This design comes from an exercise in tuning for small area, a short achievable clock period and few clock cycles on the open sky130 flow, not from production work.
Function was not checked in any run shown here: the RTL went through the layout flow alone.
Power is estimated from default activity; no workload was simulated.

$ cat design.v
package rv32cpu_type;
    typedef struct packed {
        logic   [31:0]      pc;
        logic   [31:0]      ir;
        logic   [1:0]       br_predicted;
    } instr_queue_entry_t;
    typedef struct packed {
        logic               valid;
        logic               rd_valid;
        logic               regf_we;
        logic   [4:0]       rd_s;
        logic   [31:0]      rd_v;
        logic   [31:0]      pc;
        logic               br;
        logic   [1:0]       br_predicted;
        logic               br_actual;
    } rob_entry_t;
    typedef struct packed {
        logic               valid;
        logic   [31:0]      rd_v;
        logic   [4:0]       rob_id;
    } cdb_entry_t;
    typedef struct packed {
        logic               valid;
        logic               br_en;
        logic               jalr;
        logic   [31:0]      pc_jalr;
        logic   [4:0]       rob_id;
    } br_entry_t;
    typedef struct packed {
        logic   [31:0]          inst;
        logic                   valid;  
        logic   [31:0]          pc;
        logic   [4:0]           ard_s;  
        logic   [2:0]           funct3;
        logic   [31:0]          imm;
        logic   [2:0]           funct;  
        logic   [6:0]           funct7;
        logic   [4:0]           ars1_s;
        logic   [4:0]           ars2_s;
        logic   [31:0]          rs1_val;
        logic   [31:0]          rs2_val;
        logic                   regf_we;
    } decode_t;
    typedef struct packed {
        logic         valid;
        logic [2:0]   funct3;
        logic         funct7;
        logic         rs1_renamed; 
        logic [31:0]  rs1_data;
        logic         rs2_renamed; 
        logic [31:0]  rs2_data;
        logic   [4:0] rob_id;
    } rs_entry_t;
    typedef struct packed {
        logic         valid;
        logic         committed;
        logic         resolved;
        logic [2:0]   funct3;
        logic [3:0]   mask;
        logic         rs1_renamed; 
        logic [31:0]  rs1_data;
        logic         rs2_renamed; 
        logic [31:0]  rs2_data;
        logic [11:0]  imm;
        logic   [4:0] rob_id;
    } rs_store_entry_t;
    typedef struct packed {
        logic         valid;
        logic [2:0]   funct3;
        logic         rs1_renamed; 
        logic [31:0]  rs1_data;
        logic [11:0]  imm;
        logic         store_resolved;
        logic [3:0]   store_id;
        logic   [4:0] rob_id;
    } rs_load_entry_t;
    typedef struct packed {
        logic           valid;
        logic   [63:0]  order;
        logic   [31:0]  inst;
        logic   [4:0]   rs1_addr;
        logic   [4:0]   rs2_addr;
        logic           rs1_renamed;
        logic           rs2_renamed;
        logic   [31:0]  rs1_rdata;
        logic   [31:0]  rs2_rdata;
        logic           regf_we;
        logic   [4:0]   rd_addr;
        logic   [31:0]  rd_v;
        logic   [31:0]  pc_rdata;
        logic   [31:0]  pc_wdata;
        logic   [31:0]  mem_addr;
        logic   [3:0]   mem_rmask;
        logic   [3:0]   mem_wmask;
        logic   [31:0]  mem_rdata;
        logic   [31:0]  mem_wdata;
    } monitor_t;
    typedef enum logic [2:0] {
        op_f_alu     =3'b000,
        op_f_mult    =3'b001,
        op_f_div     =3'b010,
        op_f_br      =3'b011,
        op_f_load    =3'b100,
        op_f_store   =3'b101
    } funct_t;
    typedef enum logic [6:0] {
        op_b_lui       = 7'b0110111,  
        op_b_auipc     = 7'b0010111,  
        op_b_jal       = 7'b1101111,  
        op_b_jalr      = 7'b1100111,  
        op_b_br        = 7'b1100011,  
        op_b_load      = 7'b0000011,  
        op_b_store     = 7'b0100011,  
        op_b_imm       = 7'b0010011,  
        op_b_reg       = 7'b0110011   
    } rv32i_opcode;
    typedef enum logic [2:0] {
        arith_f3_add   = 3'b000,  
        arith_f3_sll   = 3'b001,
        arith_f3_slt   = 3'b010,
        arith_f3_sltu  = 3'b011,
        arith_f3_xor   = 3'b100,
        arith_f3_sr    = 3'b101,  
        arith_f3_or    = 3'b110,
        arith_f3_and   = 3'b111
    } arith_f3_t;
    typedef enum logic [2:0]{
        mul_f3_mul     = 3'b000,
        mul_f3_mulh    = 3'b001,  
        mul_f3_mulhsu  = 3'b010,  
        mul_f3_mulhu   = 3'b011,  
        mul_f3_div     = 3'b100,
        mul_f3_divu    = 3'b101,
        mul_f3_rem     = 3'b110,  
        mul_f3_remu    = 3'b111   
    } mul_div_f3_t;
    typedef enum logic [6:0] {
        base           = 7'b0000000,
        multiply       = 7'b0000001,
        variant        = 7'b0100000
    } funct7_t;
    typedef enum logic [2:0] {
        load_f3_lb     = 3'b000,
        load_f3_lh     = 3'b001,
        load_f3_lw     = 3'b010,
        load_f3_lbu    = 3'b100,
        load_f3_lhu    = 3'b101
    } load_f3_t;
    typedef enum logic [2:0] {
        store_f3_sb    = 3'b000,
        store_f3_sh    = 3'b001,
        store_f3_sw    = 3'b010
    } store_f3_t;
    typedef enum logic [2:0] {
        branch_f3_beq  = 3'b000,
        branch_f3_bne  = 3'b001,
        branch_f3_blt  = 3'b100,
        branch_f3_bge  = 3'b101,
        branch_f3_bltu = 3'b110,
        branch_f3_bgeu = 3'b111
    } branch_f3_t;
    typedef enum logic [2:0] {
        alu_op_add     = 3'b000,
        alu_op_sll     = 3'b001,
        alu_op_sra     = 3'b010,
        alu_op_sub     = 3'b011,
        alu_op_xor     = 3'b100,
        alu_op_srl     = 3'b101,
        alu_op_or      = 3'b110,
        alu_op_and     = 3'b111
    } alu_ops;
    typedef union packed {
        logic [31:0] word;
        struct packed {
            logic [11:0] i_imm;
            logic [4:0]  rs1;
            logic [2:0]  funct3;
            logic [4:0]  rd;
            rv32i_opcode opcode;
        } i_type;
        struct packed {
            logic [6:0]  funct7;
            logic [4:0]  rs2;
            logic [4:0]  rs1;
            logic [2:0]  funct3;
            logic [4:0]  rd;
            rv32i_opcode opcode;
        } r_type;
        struct packed {
            logic [11:5] imm_s_top;
            logic [4:0]  rs2;
            logic [4:0]  rs1;
            logic [2:0]  funct3;
            logic [4:0]  imm_s_bot;
            rv32i_opcode opcode;
        } s_type;
        struct packed {
            logic [31:25] imm_b_top;
            logic [4:0] rs2;
            logic [4:0] rs1;
            logic [2:0] funct3;
            logic [11:7] imm_b_bot;
            rv32i_opcode opcode;
        } b_type;
        struct packed {
            logic [31:12] imm;
            logic [4:0]   rd;
            rv32i_opcode  opcode;
        } j_type;
        struct packed {
            logic [31:12] imm;
            logic [4:0]   rd;
            rv32i_opcode  opcode;
        } u_type;                
    } instr_t;
endpackage
module alu32
(
    input   logic   [31:0]      a, b,
    input   logic   [2:0]       op_funct3,
    input   logic               op_funct7,
    output  logic   [31:0]      out
);
    logic        sub, left, arith;
    logic [31:0] bx, sum, sh_in, sh_out, sh_rev;
    logic        cout, lt, ltu;
    assign sub   = (op_funct3 == 3'b000) ? op_funct7 : op_funct3[1];
    assign bx    = b ^ {32{sub}};
    assign {cout, sum} = {1'b0, a} + {1'b0, bx} + {32'd0, sub};
    assign ltu   = ~cout;
    assign lt    = (a[31] ^ b[31]) ? a[31] : sum[31];
    assign left  = ~op_funct3[2];
    assign arith = op_funct7 & a[31];
    always_comb for (int i = 0; i < 32; i++) sh_in[i] = left ? a[31-i] : a[i];
    assign sh_out = $signed({arith & ~left, sh_in}) >>> b[4:0];
    always_comb for (int i = 0; i < 32; i++) sh_rev[i] = sh_out[31-i];
    always_comb begin
        case (op_funct3)
            3'b000: out = sum;
            3'b001: out = sh_rev;
            3'b010: out = {31'd0, lt};
            3'b011: out = {31'd0, ltu};
            3'b100: out = a ^ b;
            3'b101: out = sh_out;
            3'b110: out = a | b;
            default: out = a & b;
        endcase
    end
endmodule
module arithmetic_station
#(
    parameter N    = 2,      
    parameter AGE  = 0,      
    parameter SELF = 0       
)
(
    input  logic clk,
    input  logic rst,
    input  logic [1:0] enqueue,
    input  logic [151:0] data_in,
    input  logic [151:0] broadcast,
    output logic [75:0] data_out,
    output logic [1:0] full
);
    logic [N-1:0]        v, r1, r2, f7;
    logic [N-1:0][2:0]   f3;
    logic [N-1:0][31:0]  d1, d2;
    logic [N-1:0][4:0]   id;
    logic [N-1:0][N-1:0] older;      
    logic [N-1:0] rdy, g;
    always_comb begin
        rdy = v & ~r1 & ~r2;
        for (int i = 0; i < N; i++) begin
            g[i] = rdy[i];
            for (int j = 0; j < N; j++) if (j != i) begin
                if (AGE) begin
                    if (older[j][i]) g[i] = g[i] & ~rdy[j];
                end else if (j < i) g[i] = g[i] & ~rdy[j];
            end
        end
    end
    logic [31:0] a, b, y;
    logic [2:0]  op3;
    logic        op7;
    logic [4:0]  tag;
    always_comb begin
        a = '0; b = '0; op3 = '0; op7 = 1'b0; tag = '0;
        for (int i = 0; i < N; i++) begin
            a   = a   | ({32{g[i]}} & d1[i]);
            b   = b   | ({32{g[i]}} & d2[i]);
            op3 = op3 | ({3{g[i]}}  & f3[i]);
            op7 = op7 | (g[i] & f7[i]);
            tag = tag | ({5{g[i]}}  & id[i]);
        end
    end
    alu32 alu_0(.a(a), .b(b), .op_funct3(op3), .op_funct7(op7), .out(y));
    logic        qv;
    logic [31:0] qd;
    logic [4:0]  qt;
    always_ff @(posedge clk) begin
        if (rst) qv <= 1'b0;
        else     qv <= |g;
        qd <= y;
        qt <= tag;
    end
    assign data_out = {38'd0, qv, qd, qt};
    localparam NC = SELF ? 5 : 4;
    logic [NC-1:0]        cv;
    logic [NC-1:0][4:0]   ct;
    logic [NC-1:0][31:0]  cd;
    always_comb begin
        for (int j = 0; j < 4; j++) begin
            cv[j] = broadcast[38*j + 37];
            cd[j] = broadcast[38*j + 5 +: 32];
            ct[j] = broadcast[38*j +: 5];
        end
        if (SELF) begin
            cv[NC-1] = qv; cd[NC-1] = qd; ct[NC-1] = qt;
        end
    end
    logic [N-1:0] avail, e0, e1;
    logic         any0, any1;
    always_comb begin
        avail = ~v | g;
        any0 = 1'b0; any1 = 1'b0;
        for (int i = 0; i < N; i++) begin
            e0[i] = avail[i] & ~any0;
            e1[i] = avail[i] & any0 & ~any1;
            any1 = any1 | (avail[i] & any0);
            any0 = any0 | avail[i];
        end
    end
    assign full[0] = ~any0;
    assign full[1] = ~any1;
    logic [75:0] in0, in1;
    assign in0 = data_in[75:0];
    assign in1 = data_in[151:76];
    logic [N-1:0] we0, we1;
    assign we0 = enqueue[0] ? e0 : '0;
    assign we1 = enqueue[1] ? (enqueue[0] ? e1 : e0) : '0;
    always_ff @(posedge clk) begin
        for (int i = 0; i < N; i++) begin
            logic        m1, m2;
            logic [31:0] c1, c2;
            m1 = 1'b0; m2 = 1'b0; c1 = '0; c2 = '0;
            for (int j = 0; j < NC; j++) begin
                if (cv[j] && d1[i][4:0] == ct[j]) begin m1 = 1'b1; c1 = c1 | cd[j]; end
                if (cv[j] && d2[i][4:0] == ct[j]) begin m2 = 1'b1; c2 = c2 | cd[j]; end
            end
            if (we0[i]) begin
                f3[i] <= in0[74:72]; f7[i] <= in0[71]; id[i] <= in0[4:0];
                r1[i] <= in0[70]; d1[i] <= in0[69:38];
                r2[i] <= in0[37]; d2[i] <= in0[36:5];
            end else if (we1[i]) begin
                f3[i] <= in1[74:72]; f7[i] <= in1[71]; id[i] <= in1[4:0];
                r1[i] <= in1[70]; d1[i] <= in1[69:38];
                r2[i] <= in1[37]; d2[i] <= in1[36:5];
            end else begin
                if (r1[i] && m1) begin r1[i] <= 1'b0; d1[i] <= c1; end
                if (r2[i] && m2) begin r2[i] <= 1'b0; d2[i] <= c2; end
            end
            if (rst) v[i] <= 1'b0;
            else if (we0[i] || we1[i]) v[i] <= 1'b1;
            else if (g[i]) v[i] <= 1'b0;
            for (int j = 0; j < N; j++) begin
                if (we0[i] || we1[i]) older[i][j] <= we1[i] && we0[j];
                else if (we0[j] || we1[j]) older[i][j] <= 1'b1;
            end
        end
    end
endmodule
$ cat run.sh
#!/bin/bash
# synth_recipe.tcl (not shown) runs the flow's synth.tcl, then flattens the netlist and writes it again
# the make line also repeats each setting of config.mk as NAME=value (left out here)
make -C /OpenROAD-flow-scripts/flow DESIGN_CONFIG=/design/flow/config.mk WORK_HOME=/design/flow/orfs CLKGATE_MAP_FILE= SYNTH_SCRIPT=/design/flow/synth_recipe.tcl finish
$ cat constraint.sdc
create_clock -name core_clock -period 11.0 [get_ports {clk}]
set_input_delay 2.2000 -clock core_clock [delete_from_list [all_inputs] [get_ports {clk}]]
set_output_delay 2.2000 -clock core_clock [all_outputs]
set_load 0.01 [all_outputs]
$ cat config.mk
export PLATFORM = sky130hd
export DESIGN_NAME = arithmetic_station
export DESIGN_NICKNAME = arithmetic_station
export VERILOG_FILES = /design/flow/design.v
export SDC_FILE = /design/flow/constraint.sdc
export NUM_CORES = 4
export LEC_CHECK = 0
export CAP_MARGIN = 20
export CORE_MARGIN = 2
export CORE_UTILIZATION = 40
export PLACE_DENSITY = 0.6
export SLEW_MARGIN = 20
==> summary.txt, run 1 <==
* Status: finished clean
* Share of layout cells above drive strength 1 at 0.0812
* RSZ-0062 raised after global routing: false
* Peak VDD IR at 122 uV
* Gpl congestion at 1.01
* Vias at 22200
* Non-Filler Instances at 3170
* Buffers on Ports at 345
* Synth warnings at 2
* CTS H-tree lvls at 4
* Power per cell area at 135 mW/mm^2
* GRT Overall Usage at 0.376
* Die Span Y at 226 microns
* Synthesized area at 0.0198 sq mm
* Cts bufs inserted at 17
* Cell depth of the worst flop-to-flop path at 17
* Crit Path Class: reg2reg
* R2r setup slk at 4.36 ns
* Top fanout value on the critical path at 47
* Gr ovfl total at 0
* Hold depth at 1
* Leakage at 9.06 nW
* Register area share after synthesis at 0.268
* Post-CTS Hold Buffers at 0
* Placed cell count at 3130
* Post-CTS sizing at 0
* Post CTS Setup Buffer Count at 0
* Row count at 81
* Yosys reg bits at 190
* Iter 0 DRT Violations at 4391
* Crit path DAT at 6.97 ns
* Final-report hold violation count at 0
* Clk latency of the worst-skew pair at 0.49 ns
* Clock Path Buffers at 2
* Area taken by multi-input logic gates at 0.0132 sq mm
* F_max at 0.150 GHz
* Async set-reset flop share out of synthesis at 0
* Slew Viols, Final at 0
* Starting Density at 0.405
* First-pass GRT wire length at 142 mm
* Main synth FF type: edfxtp_1
* Layout area overhead at 21.6%
* Max Cap Viol at 0
* Layout Nets at 2890
* Core area at 0.0488 sq mm
* Drt first pass iters at 10
* WL/cell at 31.1 microns
* Final core occ at 0.492
* EDFF count, synth at 150
* Initial antenna violation count at 17
* Die area at 0.0512 sq mm
* I/O pin count at 386
* Vias in the first global route at 20700
* Avg Cell Area, Syn at 8.60 sq um
* Register area at 0.00531 sq mm
* Slew margin rel. at 0.206
* CTS sink cnt at 190
* TNS Setup at 0 ns
* Fin crit share at 0.604
* Final WS setup at 4.36 ns
* Synth cell types at 89
* Synth Instances at 2301
* Antenna Nets Post-Route at 0
* Slew @ Worst Pin at 1.17 ns
* Final Setup Violations at 0
* CTS tree: done
* HP Class: reg2reg
* Critical path capture point type: flip-flop
* Final min period at 6.64 ns
* Clk slew on worst S/H paths at 0.08 ns
* HPWL Detailed at 71.0 mm
* Routed wire length at 98.5 mm
* Drc violations at 0
* Critical Path RT at 11.32 ns
* Final setup skew at 0.0140 ns
* Fill cells at 4691
* Vias/cell at 6.99
* Die Wd at 226 microns
* Pin count of the biggest net entering global routing at 76
* Place WS at 4.31 ns
* Crit path launch type: flip-flop
* Root Buffer: clkbuf_16
[layout make-up]
class | count | area share
clock inverter | 15 | 0.00588
timing repair buffer | 399 | 0.161
clock buffer | 17 | 0.0177
sequential | 190 | 0.221
inverter | 73 | 0.0116
antenna | 7 | 0.000728
tap | 664 | 0.0345
multi-input combinational | 1805 | 0.548
[stage by stage]
stage | total power [mW] | area (sq um) | hold slack (ns)
floorplan | 1.93 | 19900 | 0.436
global placement | 2.57 | 23400 | 0.443
detailed placement | 2.59 | 23400 | 0.445
CTS | 3.21 | 24000 | 0.463
global route | 3.38 | 24100 | 0.483
finish | 3.25 | 24100 | 0.466
[flip-flops by register name, summed over array words and instances, names as in the netlist]
| signal | cells |
|---|---|
| r1 | 2 |
| qt | 5 |
| d1 | 64 |
| v | 2 |
| id | 10 |
| f7 | 2 |
| qv | 1 |
| r2 | 2 |
| d2 | 64 |
| qd | 32 |
| f3 | 6 |
[critical path: stages (launching register included)]
cell,delay [ns]
edfxtp_1,0.37
buf_4,0.45
or3b_2,0.25
buf_4,0.58
a31oi_1,0.18
buf_4,0.21
o21ai_4,0.29
buf_4,0.51
xnor2_1,0.16
ha_1,0.48
o2111ai_1,0.23
a2111oi_1,0.85
o211ai_1,0.46
a21oi_1,0.66
a211oi_1,0.24
o21a_1,0.24
o21ai_0,0.18
a31oi_1,0.13
[cells in the mapped netlist, types with 11 or more instances]
| cell type | instances | area share |
|---|---|---|
| xnor2_1 | 62 | 0.027 |
| o21ai_0 | 57 | 0.014 |
| a21o_1 | 23 | 0.0087 |
| edfxtp_1 | 150 | 0.23 |
| a31o_2 | 28 | 0.012 |
| and3_1 | 27 | 0.0085 |
| a211oi_1 | 22 | 0.0083 |
| a221oi_1 | 72 | 0.032 |
| nor4bb_1 | 38 | 0.019 |
| buf_2 | 22 | 0.0056 |
| a31oi_1 | 31 | 0.0098 |
| nand2_1 | 118 | 0.022 |
| inv_1 | 69 | 0.013 |
| o21a_1 | 11 | 0.0042 |
| nor4_1 | 20 | 0.0063 |
| o211ai_1 | 17 | 0.0065 |
| nor3_1 | 25 | 0.0063 |
| ha_1 | 95 | 0.060 |
| a21oi_1 | 287 | 0.073 |
| a222oi_1 | 64 | 0.032 |
| clkbuf_1 | 180 | 0.034 |
| dfxtp_1 | 40 | 0.040 |
| a22o_1 | 15 | 0.0066 |
| nand3_1 | 26 | 0.0066 |
| buf_1 | 15 | 0.0028 |
| nor2_1 | 111 | 0.021 |
| a22oi_1 | 109 | 0.041 |
| buf_4 | 48 | 0.018 |
| a211o_1 | 14 | 0.0062 |
| o22ai_1 | 139 | 0.044 |
| mux2_2 | 39 | 0.022 |
| mux2i_1 | 100 | 0.051 |
| xor2_1 | 69 | 0.031 |
[cells by family after synthesis]
| group | after synthesis | synth area share |
|---|---|---|
| other | 1 | 0.000190 |
| DFF | 190 | 0.268 |
| muxes | 149 | 0.0838 |
| buffers and inverters | 343 | 0.0779 |
| xor gates and xnor gates | 131 | 0.0580 |
| adders and majority gates | 96 | 0.0611 |
| AOI/OAI and AO/OA | 977 | 0.343 |
| and+or+nand+nor | 414 | 0.108 |
[layer usage]
layer | vias up | track usage | wire [microns]
met4 | 18 | 0.162 | 4800
met3 | 299 | 0.0995 | 12500
met2 | 1817 | 0.560 | 41800
li1 | 9410 | - | -
met1 | 10600 | 0.513 | 39200
met5 | - | 0 | 112
[where the power goes]
group	leakage (nW)	switching, mW	internal [mW]
logic	6.98	0.979	0.638
registers	1.81	0.0731	0.943
clock network	0.273	0.305	0.315
total	9.06	1.36	1.90
[placed cells by master (no fill, tap or decap), types with 67 or more instances in the layout]
cell             count
mux2i_1            100
xor2_1              69
ha_1                95
o22ai_1            139
clkdlybuf4s50_1    345
a21oi_1            287
nand2_1            116
a221oi_1            72
a22oi_1            108
edfxtp_1           150
nor2_1             109
inv_1               67
[worst paths after layout]
| path | from | end |
|---|---|---|
| worst min-delay path | id[7] | qt[2] |
| worst min register to register | id[7] | qt[2] |
| worst max register to register | r1[0] | qd[28] |
| worst max-delay path | r1[0] | qd[28] |
==> inputs of run 2 (changes only) <==
--- a/config.mk
+++ b/config.mk
@@ -10,3 +10,4 @@
 export CORE_UTILIZATION = 40
 export PLACE_DENSITY = 0.6
+export SETUP_SLACK_MARGIN = 5
 export SLEW_MARGIN = 20
==> run 2 against run 1 <==
Compared with the run above: still clean; critical path depth is the same; register-to-register slack gained 0.80 ns; worst hold slack got worse by 0.0035 ns; final cell count unchanged; sequential power is essentially flat; clock-buffer cell count unchanged; setup slack improved by 0.80 ns; non-clock buffer count did not move; synthesized cell count unchanged; clock power hardly changed; largest cell class unchanged.
==> summary.txt, run 2 <==
* Status: finished clean
* Clock power share at 0.190
* Yosys reg bits at 190
* F_max at 0.171 GHz
* Gr ovfl total at 0
* GR Util met2 at 0.558
* Final hold slack at 0.462 ns
* Buffers on Ports at 345
* Vias at 22200
* Hold depth at 1
* Crit Path Class: reg2reg
* HP Class: reg2reg
* Slew @ Worst Pin at 1.12 ns
* Antenna Nets Post-Route at 0
* Register area share after synthesis at 0.268
* Worst hold endpoint: qt[2]
* Vias in the first global route at 20700
* Die area at 0.0512 sq mm
* Clk latency of the worst-skew pair at 0.49 ns
* Registers with the most flip-flops: d1 x64, d2 x64, qd x32
* Int Pwr at 1.90 mW
* Sw frac at 0.417
* Gpl congestion at 1.01
* Synth warnings at 2
* R2r setup slk at 5.16 ns
* Root Buffer: clkbuf_16
* Row count at 81
* Slew Viols, Final at 0
* Reg2Reg Launch Point: r2[1]
* CTS sink cnt at 190
* RSZ-0062 raised after global routing: false
* Commonest non-fill, non-tap cell in the layout: clkdlybuf4s50_1
* Avg Cell Area, Syn at 8.60 sq um
* Die Wd at 226 microns
* Met1 Use GR at 0.514
* Power per cell area at 135 mW/mm^2
* Initial antenna violation count at 17
* HPWL Detailed at 71.0 mm
* Area taken by multi-input logic gates at 0.0132 sq mm
* Clock Path Buffers at 2
* Iter 0 DRT Violations at 4222
* Drt first pass iters at 10
* Max Cap Viol at 0
* Fill cells at 4686
* Met3 global-route usage at 0.0974
* Die Span Y at 226 microns
* Starting Density at 0.405
* R2r endpoint: qd[28]
* Hold path startpoint: id[7]
* Share of layout cells above drive strength 1 at 0.0824
* Final min period at 5.84 ns
* Vias/cell at 7.00
* Post-CTS Hold Buffers at 0
* Final setup skew at 0.0171 ns
* Most frequent cells in the layout: clkdlybuf4s50_1, a21oi_1, edfxtp_1, o22ai_1, nand2_1
* Drc violations at 0
* Synth Instances at 2301
* Crit path DAT at 6.17 ns
* Crit path launch type: flip-flop
* Final Setup Violations at 0
* Routed wire length at 98.8 mm
* I/O pin count at 386
* Pin count of the biggest net entering global routing at 76
* Combinational Power Share at 0.498
* Async set-reset flop share out of synthesis at 0
* Layout Nets at 2890
* CTS H-tree lvls at 4
* Main synth FF type: edfxtp_1
* First-pass GRT wire length at 142 mm
* CTS tree: done
* Layout area overhead at 21.8%
* WL/cell at 31.2 microns
* Critical Path RT at 11.32 ns
* Register area at 0.00531 sq mm
* Peak VDD IR at 121 uV
* EDFF count, synth at 150
* Top fanout value on the critical path at 36
* GRT Overall Usage at 0.376
* Fin crit share at 0.531
* Core area at 0.0488 sq mm
* Synth cell types at 89
* Final-report hold violation count at 0
* Most common cell in the netlist: a21oi_1
* Synth top area share at 0.228
* Leading area contributor after synthesis: edfxtp_1
* Psw at 1.36 mW
* Gr busiest metal: met2
* Critical path capture point type: flip-flop
* Slew margin rel. at 0.249
* Synth top cells by count: a21oi_1, clkbuf_1, edfxtp_1
* Synthesized area at 0.0198 sq mm
* TNS Setup at 0 ns
* Cell depth of the worst flop-to-flop path at 17
* Cts bufs inserted at 17
* Reg power frac at 0.312
* Clk slew on worst S/H paths at 0.08 ns
* Leakage at 9.07 nW
* Largest cells by area after synthesis: edfxtp_1, a21oi_1, ha_1
## run 2: cell counts after synthesis
No cell type changed its count.
## run 2: timing repair
item,in CTS,in global routing
setup buffers,0,0
gates resized for setup,4,5
cloned,0,0
setup endpoints to repair,9,12
## run 2: logic make-up (layout without fill, tap and decap cells)
logic type      Yosys count  in the layout  synth area share
compound gates          977            977             0.343
simple gates            414            414             0.108
buf+inv                 343            504            0.0779
flops                   190            190             0.268
mux                     149            149            0.0838
xor+xnor                131            131            0.0580
fa+ha+maj                96             96            0.0611
other cells               1             45          0.000190
## run 2: critical path, cell delays in order (launching register included)
cell,delay (ns)
edfxtp_1,0.44
or3b_2,0.55
nor2_2,0.16
buf_4,0.44
a22oi_1,0.13
buf_4,0.28
o21ai_4,0.21
buf_6,0.39
xnor2_1,0.14
ha_1,0.49
o2111ai_1,0.28
a2111oi_4,0.52
o211ai_1,0.37
a21oi_2,0.47
a211oi_1,0.20
o21a_1,0.22
o21ai_0,0.17
a31oi_1,0.13
## run 2: power groups by stage
stage | Sequential (mW) | Combinational, mW | Clock [mW]
CTS | 1.02 | 1.57 | 0.623
detailed placement | 1.03 | 1.56 | 0
finish | 1.02 | 1.62 | 0.619
global route | 1.03 | 1.71 | 0.647
floorplan | 1.02 | 0.914 | 0
global placement | 1.03 | 1.54 | 0
## run 2: worst max path at each step
stage,startpoint,end,slack (ns),cells after the start
floorplan,r2[0],qd[26],5.60,22
global placement,r2[0],qd[28],4.45,18
detailed placement,r2[0],qd[28],4.31,18
CTS,r2[0],qd[28],5.10,18
global route,r2[1],qd[28],5.06,17
finish,r2[1],qd[28],5.16,17
## run 2: cell type report
class	count	share of cell area
tap	664	0.0345
antenna	7	0.000727
clock buffer	17	0.0177
sequential	190	0.220
clock inverter	15	0.00587
multi-input combinational	1805	0.548
timing repair buffer	399	0.162
inverter	73	0.0116
## run 2: layer usage
metal / share of wire / vias to the layer above
li1: - / 9409
met5: 0.0011 / -
met4: 0.049 / 16
met2: 0.43 / 1815
met3: 0.13 / 314
met1: 0.40 / 10600
## run 2: metrics by stage
step	total power, mW	instances	setup WS [ns]	instance area, sq um	utilization
2_1_floorplan	1.93	2338	5.60	19900	-
3_3_place_gp	2.57	3130	4.45	23400	0.480
3_5_place_dp	2.59	3130	4.31	23400	0.480
4_1_cts	3.21	3162	5.10	24000	0.492
5_1_grt	3.39	3168	5.06	24100	0.493
6_report	3.26	3170	5.16	24100	0.493
==> inputs of run 3 (changes only) <==
--- a/design.v
+++ b/design.v
@@ -251,5 +251,5 @@
 module arithmetic_station
 #(
-    parameter N    = 2,      
+    parameter N    = 1,      
     parameter AGE  = 0,      
     parameter SELF = 0       
==> run 3 against run 2 <==
Compared with the run above: total power is 36% lower; routed wire length is 36% lower; critical endpoint is now qd[0]; highest routed layer unchanged; cell area is 25% lower; core utilization is 3.0 points higher; maximum frequency is 5.6% higher; sequential power is about 40% lower; global-route usage is 3.7 points lower; largest power group unchanged.
==> summary.txt, run 3 <==
* Status: finished clean
* R2r endpoint: qd[0]
* Peak VDD IR at 92.1 uV
* Psw at 0.801 mW
* Largest cells by area after synthesis: edfxtp_1, ha_1, a22oi_1
* Antenna Nets Post-Route at 0
* Synth top cells by count: nand2_1, a21oi_1, nor2_1
* GRT Overall Usage at 0.340
* Critical path origin: r2
* Critical path capture point type: flip-flop
* Final hold slack at 0.443 ns
* CTS tree: done
* Gr ovfl total at 0
* Commonest non-fill, non-tap cell in the layout: clkdlybuf4s50_1
* Synth warnings at 2
* Yosys reg bits at 114
* CTS sink cnt at 114
* TNS Setup at 0 ns
* Combinational Power Share at 0.443
* Crit path DAT at 5.85 ns
* Final Setup Violations at 0
* Vias at 15300
* Synth Instances at 1781
* EDFF count, synth at 75
* Most common cell in the netlist: nand2_1
* Crit path launch type: flip-flop
* Slowest CP cell: nor3b_4
* Synth cell types at 78
* Gpl congestion at 0.977
* Sw frac at 0.382
* Die Span Y at 192 microns
* Post-CTS Hold Buffers at 0
* Leading area contributor after synthesis: edfxtp_1
* Final-report hold violation count at 0
* Fin area at 0.0181 sq mm
* Drt first pass iters at 5
* Power, Total at 2.10 mW
* Row count at 68
* Critical Path RT at 11.32 ns
* Post-CTS sizing at 0
* Clock Path Buffers at 2
* Die area at 0.0367 sq mm
* Number of cells on the critical path at 13
* Avg Cell Area, Syn at 7.91 sq um
* HPWL Detailed at 48.9 mm
* Fin crit share at 0.503
* Core area at 0.0346 sq mm
* Most frequent cells in the layout: clkdlybuf4s50_1, nand2_1, a21oi_1, nor2_1, o21ai_0
* Post CTS Setup Buffer Count at 0
* Max Cap Viol at 0
* Synth top area share at 0.160
* RSZ-0062 raised after global routing: false
* Routed wire length at 63.3 mm
* Final setup skew at 0.0160 ns
* WL/cell at 25.5 microns
* Cell depth of the worst flop-to-flop path at 13
* I/O pin count at 386
* Register area at 0.00303 sq mm
* Power per cell area at 116 mW/mm^2
* CTS H-tree lvls at 4
* Slew Viols, Final at 0
* Place WS at 5.43 ns
* Initial antenna violation count at 6
* Starting Density at 0.407
* Registers with the most flip-flops: d1 x32, d2 x32, qd x32
* Fill cells at 3316
* Final core occ at 0.523
* R2r setup slk at 5.47 ns
* Cell chain of the critical path: nor3b_4 > buf_4 > nand2_1 > xor2_1 > ha_1 > a21oi_1 > o221a_2 > o21a_1 > o41a_1 > o21ai_1 > a221oi_2 > mux2i_1 > or3_1
* Vias/cell at 6.15
* Async set-reset flop share out of synthesis at 0
* Iter 0 DRT Violations at 1740
* WP buf/inv at 1
* Final WS setup at 5.47 ns
* Clk slew on worst S/H paths at 0.06 ns
* Layout area overhead at 28.6%
* Die Wd at 192 microns
* F_max at 0.181 GHz
* Leakage at 7.33 nW
* Cell Area, Placed at 0.0175 sq mm
* First-pass GRT wire length at 92.8 mm
* Reg power frac at 0.290
* Synthesized area at 0.0141 sq mm
* Vias in the first global route at 14500
* Clk latency of the worst-skew pair at 0.45 ns
* Register area share after synthesis at 0.215
* Area taken by multi-input logic gates at 0.00997 sq mm
* Cts bufs inserted at 17
* Share of layout cells above drive strength 1 at 0.0717
* Crit Path Class: reg2reg
* HP Class: reg2reg
* Placed cell count at 2446
* Layout Nets at 2414
* Int Pwr at 1.29 mW
* CP top delay family: compound AO/OA/AOI/OAI gates
* Crit-path max cell delay at 0.69 ns
* Main synth FF type: edfxtp_1
* Final min period at 5.53 ns
* Pin count of the biggest net entering global routing at 107
* Buffers on Ports at 344
* Non-Filler Instances at 2483
* Clock power share at 0.267
* Drc violations at 0
* Reg2Reg Launch Point: r2
* Root Buffer: clkbuf_16
* Crit path capture: qd[0]
* Slew margin rel. at 0.284
* Slew @ Worst Pin at 1.07 ns
* Top fanout value on the critical path at 70
run 3: worst min path at each step:
stage,startpoint,to,slack (ns),depth (start not counted)
detailed placement,id[2],qt[2],0.43,1
CTS,id[4],qt[4],0.45,1
floorplan,id[0],qt[0],0.42,1
global route,id[0],qt[0],0.47,1
finish,id[0],qt[0],0.44,1
global placement,id[0],qt[0],0.42,1
run 3: final cells by class:
| type | instances | share of cell area |
|---|---|---|
| sequential | 114 | 0.167 |
| clock inverter | 13 | 0.00767 |
| multi-input combinational | 1423 | 0.551 |
| clock buffer | 19 | 0.0239 |
| tap | 455 | 0.0314 |
| antenna | 5 | 0.000691 |
| timing repair buffer | 371 | 0.201 |
| inverter | 83 | 0.0172 |
run 3: layer usage:
layer / vias to the layer above / wire [microns] / GRT usage
li1: 6984 / - / -
met1: 7424 / 26400 / 0.450
met2: 773 / 30400 / 0.560
met3: 94 / 4660 / 0.0552
met4: 2 / 1890 / 0.117
met5: - / 13 / 0
run 3: worst register-to-register path, cell delays in order, from the launching register on:
cell and delay [ns]:
edfxtp_1 0.51, nor3b_4 0.69, buf_4 0.69, nand2_1 0.34
xor2_1 0.22, ha_1 0.46, a21oi_1 0.44, o221a_2 0.28
o21a_1 0.28, o41a_1 0.30, o21ai_1 0.20, a221oi_2 0.51
mux2i_1 0.13, or3_1 0.37
run 3: logic make-up after synthesis:
group           share of synthesized area
xor+xnor                           0.0597
flops                               0.215
simple gates                        0.161
fa+ha+maj                          0.0858
buf+inv                            0.0913
compound gates                      0.266
other cells                      0.000533
mux                                 0.120
run 3: power groups by stage:
stage               Combinational [mW]  Sequential (mW)  Clock, mW
CTS                              0.915            0.607      0.560
floorplan                        0.557            0.591          0
finish                           0.927            0.608      0.559
detailed placement               0.910            0.615          0
global route                     0.995            0.614      0.579
global placement                 0.906            0.612          0

-- separate check: timing with driven ports --
The flow's constraints put no driver on any port. The routed layouts listed below were extracted and timed again, unchanged, in two steps. Step 1 sets driving cells, clkbuf_16 on the clock port and buf_2 on the other inputs (assumed; they add their load-dependent delay and slew). Step 2 times the ports against the registers' clock, not the clock port: input delays grow and output delays shrink by t, the midpoint of the rising clock arrivals with the driver on. Slacks: ideal / step 1 / step 2; pairs: ideal / step 1.
run	t (ns)	setup WS [ns]	hold slack, ns	clock arrival spread, ns	cell pins on the clock port's net
run 1	0.544	4.355 / 4.355 / 4.355	0.466 / 0.466 / 0.466	0.015 / 0.016	1
run 2	0.542	5.156 / 5.156 / 5.156	0.462 / 0.462 / 0.462	0.018 / 0.018	1
run 3	0.498	5.469 / 5.469 / 5.387	0.443 / 0.443 / 0.443	0.016 / 0.016	1
After both steps every run listed still meets setup and hold. For run 3, which loses most, drivers alone change the setup slack by 0.000 ns; drivers and shift together by -0.082 ns.
